This design comes from an exercise in tuning for a short achievable clock period and few clock cycles on the open sky130 flow, not from production work.
Function was not checked in any run shown here: the RTL went through the layout flow alone.
Power figures rest on the tool's default switching activity, not on a simulated workload.

===== design/flow/config.mk =====
export PLATFORM = sky130hd
export DESIGN_NAME = myCPU
export DESIGN_NICKNAME = myCPU
export VERILOG_FILES = /design/flow/design.v
export SDC_FILE = /design/flow/constraint.sdc
export NUM_CORES = 8
export LEC_CHECK = 0
export CAP_MARGIN = 20
export CORE_MARGIN = 2
export CORE_UTILIZATION = 40
export SETUP_SLACK_MARGIN = 4.5
export SLEW_MARGIN = 20

===== design/flow/constraint.sdc =====
create_clock -name core_clock -period 8.0 [get_ports {cpu_clk}]
set_input_delay 1.6000 -clock core_clock [delete_from_list [all_inputs] [get_ports {cpu_clk}]]
set_output_delay 1.6000 -clock core_clock [all_outputs]
set_load 0.01 [all_outputs]

===== design/flow/design.v =====
`timescale 1ns / 1ps
module myCPU (
    input wire cpu_rst,
    input wire cpu_clk,
    output wire [13:0] inst_addr,
    input  wire [31:0] inst,
    output wire [31:0] Bus_addr,
    input  wire [31:0] Bus_rdata,
    output wire        Bus_wen,
    output wire [31:0] Bus_wdata
    , 
    output wire        debug_wb_have_inst,
    output wire [31:0] debug_wb_pc,
    output             debug_wb_ena,
    output wire [ 4:0] debug_wb_reg,
    output wire [31:0] debug_wb_value
);
  localparam IB = 5;             
  localparam NB = 1 << IB;       
  localparam TB = 14 - IB;       
  wire clk = cpu_clk;
  wire rst = cpu_rst;
  reg  [31:0] pc_f;
  reg         d_valid;
  reg  [31:0] d_inst;
  reg  [31:0] d_pc;
  reg  [31:0] d_pnpc;
  reg         d_hit;
  reg         d_ptaken;
  reg  [ 1:0] d_ctr;
  reg         e_valid;
  reg  [31:0] e_pc;
  reg  [31:0] e_pc4;
  reg  [31:0] e_tgt;
  reg  [31:0] e_pnpc;
  reg  [31:0] e_a;
  reg  [31:0] e_b;
  reg  [31:0] e_sd;
  reg  [31:0] e_pre;
  reg         e_aM, e_aW, e_bM, e_bW, e_sM, e_sW;
  reg         e_r_add, e_r_slt, e_r_sltu, e_r_and, e_r_or, e_r_xor, e_r_sll, e_r_sr, e_r_pre;
  reg         e_sub, e_sra;
  reg  [ 4:0] e_rd;
  reg         e_rfwe;
  reg         e_ld;
  reg         e_st;
  reg         e_sw;
  reg         e_sbsh;
  reg  [ 2:0] e_f3;
  reg         e_br;
  reg         e_jal;
  reg         e_jalr;
  reg         e_tok;
  reg         e_nok;
  reg         e_hit;
  reg  [ 1:0] e_ctr;
  reg         e_ret;
  reg         e_call;
  reg         m_valid;
  reg  [31:0] m_pc;
  reg  [31:0] m_res;
  reg  [ 4:0] m_rd;
  reg         m_rfwe;
  reg         m_ld;
  reg  [ 2:0] m_f3;
  reg  [ 1:0] m_alo;
  reg         m_sbsh;
  reg  [31:0] m_sd;
  reg         w_valid;
  reg  [31:0] w_pc;
  reg         w_rfwe;
  reg  [ 4:0] w_rd;
  reg  [31:0] w_val;
  reg  [31:0] bus_addr_r;
  reg         bus_wen_r;
  reg  [31:0] bus_wdata_r;
  reg         r_redir;
  reg  [31:0] r_rpc;
  reg         r_call;
  reg  [31:0] r_link;
  reg         u_valid;
  reg  [IB-1:0] u_idx;
  reg  [TB-1:0] u_tag;
  reg  [13:0] u_tgt;
  reg         u_taken;
  reg         u_br;
  reg         u_hit;
  reg  [ 1:0] u_ctr;
  reg         u_ret;
  reg         u_call;
  reg  [31:0] ras;
  reg         btb_v   [0:NB-1];
  reg  [TB-1:0] btb_tag [0:NB-1];
  reg  [13:0] btb_tgt [0:NB-1];
  reg  [ 1:0] btb_ctr [0:NB-1];
  reg         btb_ret [0:NB-1];
  reg         btb_call[0:NB-1];
  reg  [31:0] rf      [1:31];
  wire [IB-1:0] f_idx = pc_f[IB+1:2];
  wire          f_hit = btb_v[f_idx] && (btb_tag[f_idx] == pc_f[15:IB+2]);
  wire [ 1:0]   f_ctr = btb_ctr[f_idx];
  wire          f_ptaken = f_hit && f_ctr[1];
  wire [31:0]   f_pc4 = pc_f + 32'd4;
  wire [31:0]   f_btgt = btb_ret[f_idx] ? ras : {pc_f[31:16], btb_tgt[f_idx], 2'b00};
  wire [31:0]   f_pnpc = f_ptaken ? f_btgt : f_pc4;
  wire          f_call = f_ptaken && btb_call[f_idx];
  assign inst_addr = pc_f[15:2];
  wire [ 6:0] d_op  = d_inst[6:0];
  wire [ 4:0] d_rd  = d_inst[11:7];
  wire [ 2:0] d_f3  = d_inst[14:12];
  wire [ 4:0] d_rs1 = d_inst[19:15];
  wire [ 4:0] d_rs2 = d_inst[24:20];
  wire        d_f7b = d_inst[30];
  wire d_is_lui   = d_op == 7'b0110111;
  wire d_is_auipc = d_op == 7'b0010111;
  wire d_is_jal   = d_op == 7'b1101111;
  wire d_is_jalr  = d_op == 7'b1100111;
  wire d_is_br    = d_op == 7'b1100011;
  wire d_is_ld    = d_op == 7'b0000011;
  wire d_is_st    = d_op == 7'b0100011;
  wire d_is_opi   = d_op == 7'b0010011;
  wire d_is_op    = d_op == 7'b0110011;
  wire d_is_ctl   = d_is_jal | d_is_jalr | d_is_br;
  wire d_is_mem   = d_is_ld | d_is_st;
  wire [31:0] d_immI = {{20{d_inst[31]}}, d_inst[31:20]};
  wire [31:0] d_immS = {{20{d_inst[31]}}, d_inst[31:25], d_inst[11:7]};
  wire [31:0] d_immB = {{20{d_inst[31]}}, d_inst[7], d_inst[30:25], d_inst[11:8], 1'b0};
  wire [31:0] d_immU = {d_inst[31:12], 12'd0};
  wire [31:0] d_immJ = {{12{d_inst[31]}}, d_inst[19:12], d_inst[20], d_inst[30:21], 1'b0};
  wire [31:0] d_pc4   = d_pc + 32'd4;
  wire [31:0] d_tgtB  = d_pc + d_immB;
  wire [31:0] d_tgtJ  = d_pc + d_immJ;
  wire [31:0] d_auipc = d_pc + d_immU;
  wire [31:0] d_tgt   = d_is_jal ? d_tgtJ : d_tgtB;
  wire d_use1 = ~(d_is_lui | d_is_auipc | d_is_jal);
  wire d_use2 = d_is_op | d_is_br | d_is_st;
  wire d_rfwe = ~(d_is_br | d_is_st);
  wire        w_we = w_valid && w_rfwe && (w_rd != 5'd0);
  wire [31:0] d_rv1 = (d_rs1 == 5'd0) ? 32'd0 : (w_we && w_rd == d_rs1) ? w_val : rf[d_rs1];
  wire [31:0] d_rv2 = (d_rs2 == 5'd0) ? 32'd0 : (w_we && w_rd == d_rs2) ? w_val : rf[d_rs2];
  wire e_wr = e_valid && e_rfwe && (e_rd != 5'd0);
  wire m_wr = m_valid && m_rfwe && (m_rd != 5'd0);
  wire d_1E = e_wr && (e_rd == d_rs1);
  wire d_2E = e_wr && (e_rd == d_rs2);
  wire d_1M = m_wr && (m_rd == d_rs1);
  wire d_2M = m_wr && (m_rd == d_rs2);
  wire d_lduse = e_ld && ((d_use1 && d_1E) || (d_use2 && d_2E));
  wire d_memrmw = e_valid && e_sbsh && d_is_mem;
  wire stall_d = d_valid && (d_lduse || d_memrmw);
  wire d_back = d_inst[31];
  wire d_rd_tgt = (d_is_jal && !d_ptaken) || (d_is_br && d_back && !d_hit);
  wire d_rd_seq = !d_is_ctl && d_ptaken;
  wire redir_d = d_valid && !stall_d && !r_redir && (d_rd_tgt || d_rd_seq);
  wire [31:0] d_rdpc = d_rd_seq ? d_pc4 : d_tgt;
  wire [31:0] d_pnpc2 = redir_d ? d_rdpc : d_pnpc;
  wire d_tok = (d_pnpc2 == d_tgt);
  wire d_nok = (d_pnpc2 == d_pc4);
  wire d_alu = d_is_op || d_is_opi;
  wire d_r_add  = (d_alu && d_f3 == 3'b000) || d_is_mem;
  wire d_r_sll  = d_alu && d_f3 == 3'b001;
  wire d_r_slt  = d_alu && d_f3 == 3'b010;
  wire d_r_sltu = d_alu && d_f3 == 3'b011;
  wire d_r_xor  = d_alu && d_f3 == 3'b100;
  wire d_r_sr   = d_alu && d_f3 == 3'b101;
  wire d_r_or   = d_alu && d_f3 == 3'b110;
  wire d_r_and  = d_alu && d_f3 == 3'b111;
  wire d_r_pre  = d_is_lui || d_is_auipc || d_is_jal || d_is_jalr;
  wire [31:0] d_pre = d_is_lui ? d_immU : d_is_auipc ? d_auipc : d_pc4;
  wire [31:0] d_bimm = d_is_st ? d_immS : d_immI;
  wire [31:0] m_fwd = m_res;
  wire [31:0] ea = e_aM ? m_fwd : e_aW ? w_val : e_a;
  wire [31:0] eb = e_bM ? m_fwd : e_bW ? w_val : e_b;
  wire [31:0] es = e_sM ? m_fwd : e_sW ? w_val : e_sd;
  wire [31:0] e_sum = ea + (e_sub ? ~eb : eb) + {31'd0, e_sub};
  wire        e_eq  = (ea == eb);
  wire        e_lt  = ($signed(ea) < $signed(eb));
  wire        e_ltu = (ea < eb);
  wire [31:0] e_sll = ea << eb[4:0];
  wire [31:0] e_sr  = $signed({e_sra & ea[31], ea}) >>> eb[4:0];
  wire [31:0] e_res = ({32{e_r_add}} & e_sum)
                    | ({32{e_r_slt}} & {31'd0, e_lt})
                    | ({32{e_r_sltu}} & {31'd0, e_ltu})
                    | ({32{e_r_and}} & (ea & eb))
                    | ({32{e_r_or}} & (ea | eb))
                    | ({32{e_r_xor}} & (ea ^ eb))
                    | ({32{e_r_sll}} & e_sll)
                    | ({32{e_r_sr}} & e_sr)
                    | ({32{e_r_pre}} & e_pre);
  wire e_cond = (e_f3[2] ? (e_f3[1] ? e_ltu : e_lt) : e_eq) ^ e_f3[0];
  wire e_taken = e_jal || (e_br && e_cond);
  wire [31:0] e_jt = {e_sum[31:1], 1'b0};
  wire e_mis = e_jalr ? (e_jt != e_pnpc) : (e_taken ? !e_tok : !e_nok);
  wire [31:0] e_rpc = e_jalr ? e_jt : e_taken ? e_tgt : e_pc4;
  wire e_live = e_valid && !r_redir;
  wire [31:0] m_rsh = Bus_rdata >> {m_alo, 3'b000};
  wire [31:0] m_ldv = m_f3[1] ? Bus_rdata :
                      m_f3[0] ? {{16{~m_f3[2] & m_rsh[15]}}, m_rsh[15:0]} :
                                {{24{~m_f3[2] & m_rsh[7]}}, m_rsh[7:0]};
  wire [31:0] m_merge;
  assign m_merge[7:0]   = (m_f3[0] ? !m_alo[1] : m_alo == 2'd0) ? m_sd[7:0] : Bus_rdata[7:0];
  assign m_merge[15:8]  = m_f3[0] ? (!m_alo[1] ? m_sd[15:8] : Bus_rdata[15:8])
                                  : (m_alo == 2'd1 ? m_sd[7:0] : Bus_rdata[15:8]);
  assign m_merge[23:16] = (m_f3[0] ? m_alo[1] : m_alo == 2'd2) ? m_sd[7:0] : Bus_rdata[23:16];
  assign m_merge[31:24] = m_f3[0] ? (m_alo[1] ? m_sd[15:8] : Bus_rdata[31:24])
                                  : (m_alo == 2'd3 ? m_sd[7:0] : Bus_rdata[31:24]);
  assign Bus_addr  = bus_addr_r;
  assign Bus_wen   = bus_wen_r;
  assign Bus_wdata = bus_wdata_r;
  integer i;
  always @(posedge clk or posedge rst) begin
    if (rst) begin
      pc_f <= 32'd0;
    end else if (r_redir) begin
      pc_f <= r_rpc;
    end else if (redir_d) begin
      pc_f <= d_rdpc;
    end else if (!stall_d) begin
      pc_f <= f_pnpc;
    end
  end
  always @(posedge clk or posedge rst) begin
    if (rst) begin
      d_valid <= 1'b0;
    end else if (r_redir || redir_d) begin
      d_valid <= 1'b0;
    end else if (!stall_d) begin
      d_valid <= 1'b1;
    end
  end
  always @(posedge clk) begin
    if (!stall_d) begin
      d_inst   <= inst;
      d_pc     <= pc_f;
      d_pnpc   <= f_pnpc;
      d_hit    <= f_hit;
      d_ptaken <= f_ptaken;
      d_ctr    <= f_ctr;
    end
  end
  always @(posedge clk or posedge rst) begin
    if (rst) begin
      e_valid <= 1'b0;
    end else begin
      e_valid <= d_valid && !stall_d && !r_redir;
    end
  end
  always @(posedge clk) begin
    e_pc    <= d_pc;
    e_pc4   <= d_pc4;
    e_tgt   <= d_tgt;
    e_pnpc  <= d_pnpc2;
    e_a     <= d_rv1;
    e_b     <= d_use2 && !d_is_st ? d_rv2 : d_bimm;
    e_sd    <= d_rv2;
    e_pre   <= d_pre;
    e_aM    <= d_1E;
    e_aW    <= !d_1E && d_1M;
    e_bM    <= d_use2 && !d_is_st && d_2E;
    e_bW    <= d_use2 && !d_is_st && !d_2E && d_2M;
    e_sM    <= d_2E;
    e_sW    <= !d_2E && d_2M;
    e_r_add <= d_r_add;
    e_r_slt <= d_r_slt;
    e_r_sltu <= d_r_sltu;
    e_r_and <= d_r_and;
    e_r_or  <= d_r_or;
    e_r_xor <= d_r_xor;
    e_r_sll <= d_r_sll;
    e_r_sr  <= d_r_sr;
    e_r_pre <= d_r_pre;
    e_sub   <= d_is_op && d_f7b && d_f3 == 3'b000;
    e_sra   <= d_f7b;
    e_rd    <= d_rd;
    e_rfwe  <= d_rfwe;
    e_ld    <= d_is_ld;
    e_st    <= d_is_st;
    e_sw    <= d_is_st && d_f3[1];
    e_sbsh  <= d_is_st && !d_f3[1];
    e_f3    <= d_f3;
    e_br    <= d_is_br;
    e_jal   <= d_is_jal;
    e_jalr  <= d_is_jalr;
    e_tok   <= d_tok;
    e_nok   <= d_nok;
    e_hit   <= d_hit;
    e_ctr   <= d_ctr;
    e_ret   <= d_is_jalr && d_rd == 5'd0 && d_inst[31:20] == 12'd0;
    e_call  <= (d_is_jal || d_is_jalr) && d_rd != 5'd0;
  end
  always @(posedge clk or posedge rst) begin
    if (rst) begin
      m_valid <= 1'b0;
      m_sbsh  <= 1'b0;
      bus_wen_r <= 1'b0;
      r_redir <= 1'b0;
      r_call  <= 1'b0;
      u_valid <= 1'b0;
    end else begin
      m_valid <= e_live;
      m_sbsh  <= e_live && e_sbsh;
      bus_wen_r <= (e_live && e_sw) || m_sbsh;
      r_redir <= e_live && e_mis;
      r_call  <= e_live && e_mis && e_call;
      u_valid <= e_live && (e_taken || e_jalr || (e_br && e_hit));
    end
  end
  always @(posedge clk) begin
    m_pc   <= e_pc;
    m_res  <= e_res;
    m_rd   <= e_rd;
    m_rfwe <= e_rfwe;
    m_ld   <= e_ld;
    m_f3   <= e_f3;
    m_alo  <= e_sum[1:0];
    m_sd   <= es;
    if (!m_sbsh) bus_addr_r <= e_sum;
    bus_wdata_r <= m_sbsh ? m_merge : es;
    r_rpc  <= e_rpc;
    r_link <= e_pc4;
    u_idx  <= e_pc[IB+1:2];
    u_tag  <= e_pc[15:IB+2];
    u_tgt  <= e_jalr ? e_jt[15:2] : e_tgt[15:2];
    u_taken <= e_taken || e_jalr;
    u_br   <= e_br;
    u_hit  <= e_hit;
    u_ctr  <= e_ctr;
    u_ret  <= e_ret;
    u_call <= e_call;
  end
  always @(posedge clk or posedge rst) begin
    if (rst) begin
      w_valid <= 1'b0;
    end else begin
      w_valid <= m_valid;
    end
  end
  always @(posedge clk) begin
    w_pc   <= m_pc;
    w_rfwe <= m_rfwe;
    w_rd   <= m_rd;
    w_val  <= m_ld ? m_ldv : m_res;
  end
  always @(posedge clk or posedge rst) begin
    if (rst) begin
      for (i = 1; i < 32; i = i + 1) rf[i] <= 32'd0;
    end else if (w_we) begin
      rf[w_rd] <= w_val;
    end
  end
  always @(posedge clk or posedge rst) begin
    if (rst) begin
      ras <= 32'd0;
    end else if (r_redir) begin
      if (r_call) ras <= r_link;
    end else if (redir_d) begin
      if (d_is_jal && d_rd != 5'd0) ras <= d_pc4;
    end else if (!stall_d && f_call) begin
      ras <= f_pc4;
    end
  end
  wire [1:0] u_ctr_inc = (u_ctr == 2'b11) ? 2'b11 : u_ctr + 2'b01;
  wire [1:0] u_ctr_dec = (u_ctr == 2'b00) ? 2'b00 : u_ctr - 2'b01;
  always @(posedge clk or posedge rst) begin
    if (rst) begin
      for (i = 0; i < NB; i = i + 1) begin
        btb_v[i]   <= 1'b0;
        btb_ctr[i] <= 2'b00;
      end
    end else if (u_valid) begin
      btb_v[u_idx] <= 1'b1;
      if (!u_br) btb_ctr[u_idx] <= 2'b11;
      else if (u_taken) btb_ctr[u_idx] <= u_hit ? u_ctr_inc : 2'b10;
      else btb_ctr[u_idx] <= u_ctr_dec;
    end
  end
  always @(posedge clk) begin
    if (u_valid) begin
      btb_tag[u_idx]  <= u_tag;
      btb_ret[u_idx]  <= u_ret;
      btb_call[u_idx] <= u_call;
      if (u_taken) btb_tgt[u_idx] <= u_tgt;
    end
  end
  assign debug_wb_have_inst = w_valid;
  assign debug_wb_pc        = w_pc;
  assign debug_wb_ena       = w_rfwe;
  assign debug_wb_reg       = w_rd;
  assign debug_wb_value     = w_val;
endmodule

===== design/flow/run.sh =====
#!/bin/bash
# synth_recipe.tcl (not shown) runs the flow's synth.tcl, then flattens the netlist and writes it again
# the make line also repeats each setting of config.mk as NAME=value (left out here)
make -C /OpenROAD-flow-scripts/flow DESIGN_CONFIG=/design/flow/config.mk WORK_HOME=/design/flow/orfs CLKGATE_MAP_FILE= SYNTH_SCRIPT=/design/flow/synth_recipe.tcl finish

==> results.json, run 1 <==
{
  "status": "no timing/DRC/antenna violations",
  "synth_top_family_by_area": "multiplexers",
  "slowest_stage": "ha_1",
  "fp-row-count": 204,
  "grt_pass1_vias": 97900,
  "max_slew_margin": 0.139,
  "gr-usage-all-layers": 0.357,
  "cp.arrival_ns": 5.78,
  "multi_input_area_sq_um": 57200,
  "gr-total-overflow": 0,
  "path_buf_inv": 3,
  "synth_top_area_share": 0.233,
  "min_period_over_period": 0.623,
  "finalSetupViolCount": 0,
  "p_int_w": 0.0294,
  "syn-mean-instance-area_sq_um": 12.0,
  "dr.first_iter.drc_count": 17500,
  "crit_top_cell": "nand4_1",
  "worstPathCellList": "buf_4 -> mux2_2 -> mux2i_4 -> inv_1 -> ha_1 -> nand4_1 -> buf_4 -> nor3_2 -> a211oi_1 -> a2111oi_4 -> nand4_1 -> nor4_1 -> or4b_4 -> nor4b_4 -> nand4_1 -> nor4_2 -> a211oi_1",
  "clkTransAtPathRegs_ns": 0.06,
  "htreeDepth": 5,
  "drt-vias-per-instance": 6.72,
  "io_pins": 216,
  "synth.area.mux_share": 0.154,
  "seqCellArea_sq_um": 68600,
  "min_path_type": "reg -> reg",
  "synth_seq_cells": 2662,
  "drt_pre_antenna_iters": 10,
  "yosysSeqAreaShare": 0.549,
  "start_kind": "register",
  "cts_hold_buf": 0,
  "required_ns": 8.80,
  "clockBufferDepth": 4,
  "comb_power_share": 0.298,
  "ys.flop_type": "dfrtp_1",
  "cts_buffers": 291,
  "postLayoutCellArea_sq_um": 153000,
  "fp.dieH_microns": 562,
  "wl_per_cell_microns": 38.0,
  "finalSetupTns_ns": 0,
  "wl_microns": 582000,
  "synth-simple-area-share": 0.0801,
  "numPortBuffers": 215,
  "num-fill-cells": 27000,
  "power_frac_seq": 0.396,
  "rsz0062_at_grt": "true",
  "antenna_found_initial": 38,
  "period_minus_slack_ns": 4.99,
  "clk_latency_ns": 0.96,
  "core_sq_um": 309000,
  "ys_warn_count": 4,
  "p_clk_frac": 0.306,
  "synthCells": 10400,
  "cp_top_family": "simple AND/OR/NAND/NOR gates",
  "drc": 0,
  "finClkSkew_ns": 0.0888,
  "syn_area_sq_um": 125000,
  "cts_tree": "built",
  "start_util": 0.403,
  "nNetsFinal": 11200,
  "max_stage_delay_ns": 0.57,
  "power.leakage_nw": 62.0,
  "p_switching_w": 0.0157,
  "ant_nets": 0,
  "crit_path_end_kind": "register",
  "die-area_sq_um": 316000,
  "switching_share": 0.348,
  "powerDensity_nw_per_um2": 295,
  "hold_viol_final": 0,
  "crit_type": "reg -> reg",
  "cts_sinks": 2662,
  "ys_top_cells_by_area": "dfrtp_1 (23%), edfxtp_1 (22%), mux2_2 (9.3%)",
  "drive_above_1_share": 0.306,
  "grt_pass1_wl_microns": 796000,
  "synthAdderAreaFrac": 0.0192,
  "irDropWorstVdd_mv": 0.240,
  "grt_max_degree": 158,
  "maxSlewViolCount": 0,
  "dpl_cell_area_sq_um": 133000,
  "num_vias": 103000,
  "max_freq_ghz": 0.200,
  "yosysTopAreaCell": "dfrtp_1",
  "detailed_place_hpwl_microns": 348000,
  "area_growth_pct": 22.7,
  "syn_nets": 10600,
  "synth-edff-count": 932,
  "synthArstFlopShare": 0.436,
  "clockRootBuffer": "clkbuf_16",
  "synth_xor_area_frac": 0.0224,
  "synth-compound-area-share": 0.142,
  "synth_cell_type_count": 94,
  "routabilityCongestion": 1.01,
  "maxCapViolations": 0,
  "dieWidth_microns": 562,
  "worstMarginPinSlew_ns": 1.29,
  "cp_max_fo": 9
}
==> registers in the layout, indices dropped and copies added (netlist names), 64 cells and up <==
register and flops:
btb_tgt 448, btb_tag 288, btb_ctr 64, rf 992
==> final timing paths <==
path / from / endpoint / slack (ns) / cells past startpoint
worst max-delay path: e_aW / r_call / 3.01 / 17
worst min-delay path: m_pc[25] / w_pc[25] / 0.24 / 0
worst max register to register: e_aW / r_call / 3.01 / 17
worst min register to register: m_pc[25] / w_pc[25] / 0.24 / 0
max in group asynchronous: cpu_rst / rf[7][14] / 4.88 / 5
min in group asynchronous: cpu_rst / m_sbsh / 1.16 / 2
==> what timing repair did <==
item | CTS | global route
buffers inserted | 328 | 120
endpoints found under the setup margin | 563 | 391
pin swaps | 153 | 212
gates resized for setup | 957 | 500
gates cloned | 35 | 5
==> per-layer routing <==
layer,vias up,track usage,wire [microns]
li1,40500,-,-
met3,2278,0.112,74900
met4,24,0.241,50100
met5,-,0.00678,293
met1,51900,0.461,215000
met2,8084,0.510,241000
==> cell usage after synthesis (all sizes together) (75+ instances only) <==
cell type,n
xor2,93
nor3,132
a211oi,85
dfxtp,569
nor2,651
xnor2,183
a22oi,644
clkbuf,682
mux2,1034
a221oi,206
a21oi,483
a22o,119
o211ai,99
nand3,221
o21ai,468
inv,204
mux2i,203
ha,186
edfxtp,932
buf,165
mux4,247
nor4,78
dfrtp,1161
a222oi,75
nand4,180
a21o,76
nand2,601
==> placed cells by master (no fill, tap or decap), types with 43 or more instances in the layout <==
master           instances
o21ai_2                 51
xor2_1                  78
o21ai_1                 56
a21o_1                  73
a222oi_1                75
mux4_2                 247
nand4_1                180
buf_6                  129
nand3_1                201
buf_12                 104
mux2_2                1031
and3_1                  45
ha_1                   140
o21ai_0                348
a22o_1                 119
nand2_1                541
o211ai_1                99
a22oi_1                640
clkbuf_1                70
nor3_1                  88
nor2_4                  83
dfrtp_1               1144
a211oi_1                62
a21oi_1                418
dfxtp_1                511
nand2b_1                43
a221oi_1               181
nor2_1                 550
a21oi_2                 43
mux2i_1                180
buf_4                  542
clkbuf_16              302
clkdlybuf4s50_1        153
edfxtp_1               932
inv_1                  187
xnor2_1                145
==> power by group through the flow <==
stage                     clock network (W)  logic [W]  registers [W]
after detailed placement                  0     0.0101         0.0183
after global placement                    0    0.00999         0.0183
after CTS                            0.0139     0.0122         0.0178
after global routing                 0.0144     0.0139         0.0180
final                                0.0138     0.0134         0.0179
after floorplan                           0    0.00642         0.0171
==> cells by family after synthesis <==
kind of cell	count (synthesis)
buf+inv	1054
simple gates	2145
mux	1484
xor+xnor	292
compound gates	2567
flops	2662
fa+ha+maj	189
==> cell type report <==
type | instances | area share
Tap cell | 4120 | 0.0337
Timing Repair inverter | 1 | 0.0000573
Timing Repair Buffer | 1064 | 0.0745
Multi-Input combinational cell | 6683 | 0.374
Antenna cell | 30 | 0.000491
Inverter | 207 | 0.00538
Sequential cell | 2662 | 0.449
Clock buffer | 402 | 0.0534
Clock inverter | 127 | 0.00994
==> through the flow <==
| step | hold slack (ns) | power, W | worst slack [ns] | std cells | utilization |
|---|---|---|---|---|---|
| floorplan | 0.310 | 0.0235 | -9.63 | 10400 | - |
| global placement | 0.310 | 0.0282 | 1.66 | 14200 | 0.428 |
| detailed placement | 0.312 | 0.0284 | 1.58 | 14200 | 0.428 |
| CTS | 0.294 | 0.0439 | 2.95 | 15100 | 0.484 |
| global route | 0.288 | 0.0463 | 2.86 | 15300 | 0.494 |
| finish | 0.243 | 0.0451 | 3.01 | 15300 | 0.494 |
==> worst register-to-register path, delay by kind of cell (launching register included) <==
kind | cells | cell delay [ns]
compound gates | 3 | 0.59
mux | 2 | 0.64
buf+inv | 3 | 0.55
fa+ha+maj | 1 | 0.57
simple gates | 8 | 2.15
flops | 1 | 0.43
==> inputs of run 2 (changes only) <==
--- a/design/flow/config.mk
+++ b/design/flow/config.mk
@@ -9,4 +9,3 @@
 export CORE_MARGIN = 2
 export CORE_UTILIZATION = 40
-export SETUP_SLACK_MARGIN = 4.5
 export SLEW_MARGIN = 20
==> run 2 against run 1 <==
Sequential share of layout area grew 3.1 points. Clock power is essentially flat. Sequential power is essentially flat. Clock skew shrank 0.0085 ns. Via count shrank 3.8%. Critical path depth shrank 1. First-iteration DRC count shrank 4.2%. Register-to-register slack lost 1.8 ns. Cell area shrank 6.7%. Die area is the same. Global-route usage shrank 1.8 points. Area after synthesis is the same. Critical endpoint unchanged.
==> results.json, run 2 <==
{
  "clk_latency_ns": 0.92,
  "dieWidth_microns": 562,
  "yosysTopAreaCell": "dfrtp_1",
  "drive_above_1_share": 0.220,
  "maxSlewViolCount": 0,
  "maxCapViolations": 0,
  "cp_max_fo": 24,
  "postLayoutCellArea_sq_um": 143000,
  "start_kind": "register",
  "comb_power_share": 0.244,
  "power_frac_seq": 0.425,
  "r2r_end": "r_call",
  "synthArstFlopShare": 0.436,
  "synthCells": 10400,
  "yosysSeqAreaShare": 0.549,
  "switching_share": 0.338,
  "drt_pre_antenna_iters": 11,
  "finalSetupTns_ns": 0,
  "drc": 0,
  "dr.first_iter.drc_count": 16700,
  "num-fill-cells": 27900,
  "worst_r2r_startpoint": "e_aW",
  "clkTransAtPathRegs_ns": 0.06,
  "max_freq_ghz": 0.146,
  "grt_pass1_vias": 95000,
  "crit_type": "reg -> reg",
  "gr-usage-all-layers": 0.339,
  "finalSetupViolCount": 0,
  "die-area_sq_um": 316000,
  "crit_path_end_kind": "register",
  "ys_top_cells_by_area": "dfrtp_1 (23%), edfxtp_1 (22%), mux2_2 (9.3%)",
  "powerDensity_nw_per_um2": 297,
  "hold_viol_final": 0,
  "drt-vias-per-instance": 6.67,
  "syn-mean-instance-area_sq_um": 12.0,
  "nNetsFinal": 10700,
  "reg_top3": "rf x992, btb_tgt x448, btb_tag x288",
  "ant_nets": 0,
  "dpl_cell_area_sq_um": 133000,
  "antenna_found_initial": 48,
  "ys.flop_type": "dfrtp_1",
  "synth-edff-count": 932,
  "grt_max_degree": 184,
  "clockBufferDepth": 4,
  "worstMarginPinSlew_ns": 1.36,
  "min_period_over_period": 0.854,
  "final_cell_mix": "dfrtp_1 (1154), mux2_2 (1034), edfxtp_1 (932)",
  "io_pins": 216,
  "cts_hold_buf": 0,
  "p_int_w": 0.0281,
  "max_slew_margin": 0.0852,
  "p_clk_frac": 0.332,
  "area_growth_pct": 14.6,
  "p_switching_w": 0.0143,
  "core_sq_um": 309000,
  "cts_sinks": 2662,
  "clockRootBuffer": "clkbuf_16",
  "largest-register": "rf",
  "rrSetupSlack_ns": 1.17,
  "worst_setup_path_startpoint": "e_aW",
  "min_path_type": "reg -> reg",
  "wl_per_cell_microns": 37.1,
  "irDropWorstVdd_mv": 0.212,
  "synth_common_cells": "dfrtp_1 (1161), mux2_2 (1034), edfxtp_1 (932)",
  "p_total_w": 0.0424,
  "syn_nets": 10600,
  "detailed_place_hpwl_microns": 350000,
  "rsz0062_at_grt": "false",
  "cp.arrival_ns": 7.61,
  "layout_commonest_cell": "dfrtp_1",
  "cts_setup_buffers": 0,
  "synth_seq_cells": 2662,
  "htreeDepth": 5,
  "ys_warn_count": 4,
  "wl_microns": 550000,
  "largest_reg_flops": 992,
  "rr_worst_depth": 16,
  "grt_pass1_wl_microns": 759000,
  "syn_area_sq_um": 125000,
  "start_util": 0.403,
  "num_vias": 98900,
  "synth_cell_type_count": 94,
  "status": "no timing/DRC/antenna violations",
  "synth_top_area_share": 0.233,
  "finClkSkew_ns": 0.0803,
  "fp-row-count": 204,
  "synthMostInstantiatedCell": "dfrtp_1",
  "crit_path_end": "r_call",
  "fp.dieH_microns": 562,
  "numPortBuffers": 215,
  "period_minus_slack_ns": 6.83,
  "cts_buffers": 295,
  "routabilityCongestion": 1.01,
  "gr-total-overflow": 0,
  "cts_tree": "built",
  "power.leakage_nw": 57.9,
  "required_ns": 8.77,
  "cts.repair.resized": 0
}
[run 2: cell types whose count changed in the layout (fill, tap and decap cells not counted), moves of 62 or more]
cell	before	now
clkdlybuf4s50_1	153	215
a21oi_1	418	481
buf_6	129	1
buf_4	542	354
buf_12	104	15
o21ai_0	348	424
[run 2: area by class of cell]
class	count	area (sq um)	share of cell area
flip-flops and latches	2662	68500	0.480
multi-input cells	6677	53100	0.372
diodes	30	75.1	0.000526
well taps	4120	5150	0.0361
clock inverters	120	1350	0.00945
clock buffers	422	8570	0.0601
repair buffers	590	5230	0.0366
inverters	207	786	0.00551
[run 2: worst min-delay path by stage]
stage	from	endpoint	slack [ns]	cells after the start
after floorplan	e_pc[15]	m_pc[15]	0.31	0
after global placement	e_pc[7]	u_tag[0]	0.31	0
after detailed placement	e_ret	u_ret	0.31	0
after CTS	e_pc[10]	u_tag[3]	0.32	0
after global routing	m_pc[22]	w_pc[22]	0.32	0
final	m_pc[24]	w_pc[24]	0.28	0
[run 2: cell families after synthesis]
| family | after synthesis | share of synthesized area |
|---|---|---|
| buf+inv | 1054 | 0.0326 |
| mux | 1484 | 0.154 |
| simple gates | 2145 | 0.0801 |
| fa+ha+maj | 189 | 0.0192 |
| xor+xnor | 292 | 0.0224 |
| compound gates | 2567 | 0.142 |
| flops | 2662 | 0.549 |
[run 2: layer usage]
layer,global-route usage,up-vias,wire (microns)
met5,0.00120,-,189
met4,0.223,26,43800
met3,0.105,2075,67000
met2,0.486,7348,230000
met1,0.440,49900,209000
li1,-,39500,-
[run 2: stage by stage]
step	hold slack, ns	instances	util	worst slack (ns)
detailed placement	0.312	14300	0.429	1.37
global route	0.324	14800	0.461	0.723
finish	0.283	14800	0.461	1.17
CTS	0.317	14800	0.461	1.36
floorplan	0.310	10400	-	-9.63
global placement	0.314	14200	0.428	1.29
[run 2: worst max-delay path: stages (launching register included)]
cell,delay (ns)
dfxtp_2,0.48
buf_4,0.47
mux2i_1,0.13
o21ai_0,0.87
ha_1,0.48
a21oi_1,0.17
o21ai_0,0.27
o2bb2ai_1,0.32
nor4_1,0.60
nor2_1,0.24
a41oi_1,0.44
xnor3_1,0.28
or4b_1,0.49
nor4b_1,0.70
nand4_1,0.18
nor4_1,0.38
a211oi_1,0.16
[run 2: power groups by stage]
| stage | logic (W) | clock network [W] | registers [W] |
|---|---|---|---|
| floorplan | 0.00641 | 0 | 0.0171 |
| global placement | 0.0101 | 0 | 0.0182 |
| detailed placement | 0.0101 | 0 | 0.0182 |
| CTS | 0.0102 | 0.0142 | 0.0180 |
| global route | 0.0109 | 0.0147 | 0.0182 |
| finish | 0.0103 | 0.0141 | 0.0180 |

what the ideal ports hide:
The flow's constraints put no driver on any port. The routed layouts listed below were extracted and timed again, unchanged, in two steps.
Step 1 (the two cells are an assumption about what drives the block):
set clk [get_ports {cpu_clk}]
set_driving_cell -lib_cell sky130_fd_sc_hd__clkbuf_16 $clk
set_driving_cell -lib_cell sky130_fd_sc_hd__buf_2 [delete_from_list [all_inputs] $clk]
Step 2 moves the port delays by t, midway between the first and last clock arrival at a register: inputs arrive t later, outputs are due t later. That takes back most of the time a late clock gives input paths.
Three values: ideal, step 1, step 2; two values: the first two.
run	shift t [ns]	setup WS [ns]	latest minus earliest clock arrival (ns)
run 1	1.010	3.012 / 3.012 / 3.012	0.115 / 0.115
run 2	0.996	1.167 / 1.167 / 1.167	0.086 / 0.085
After both steps setup and hold are still met in every run listed.
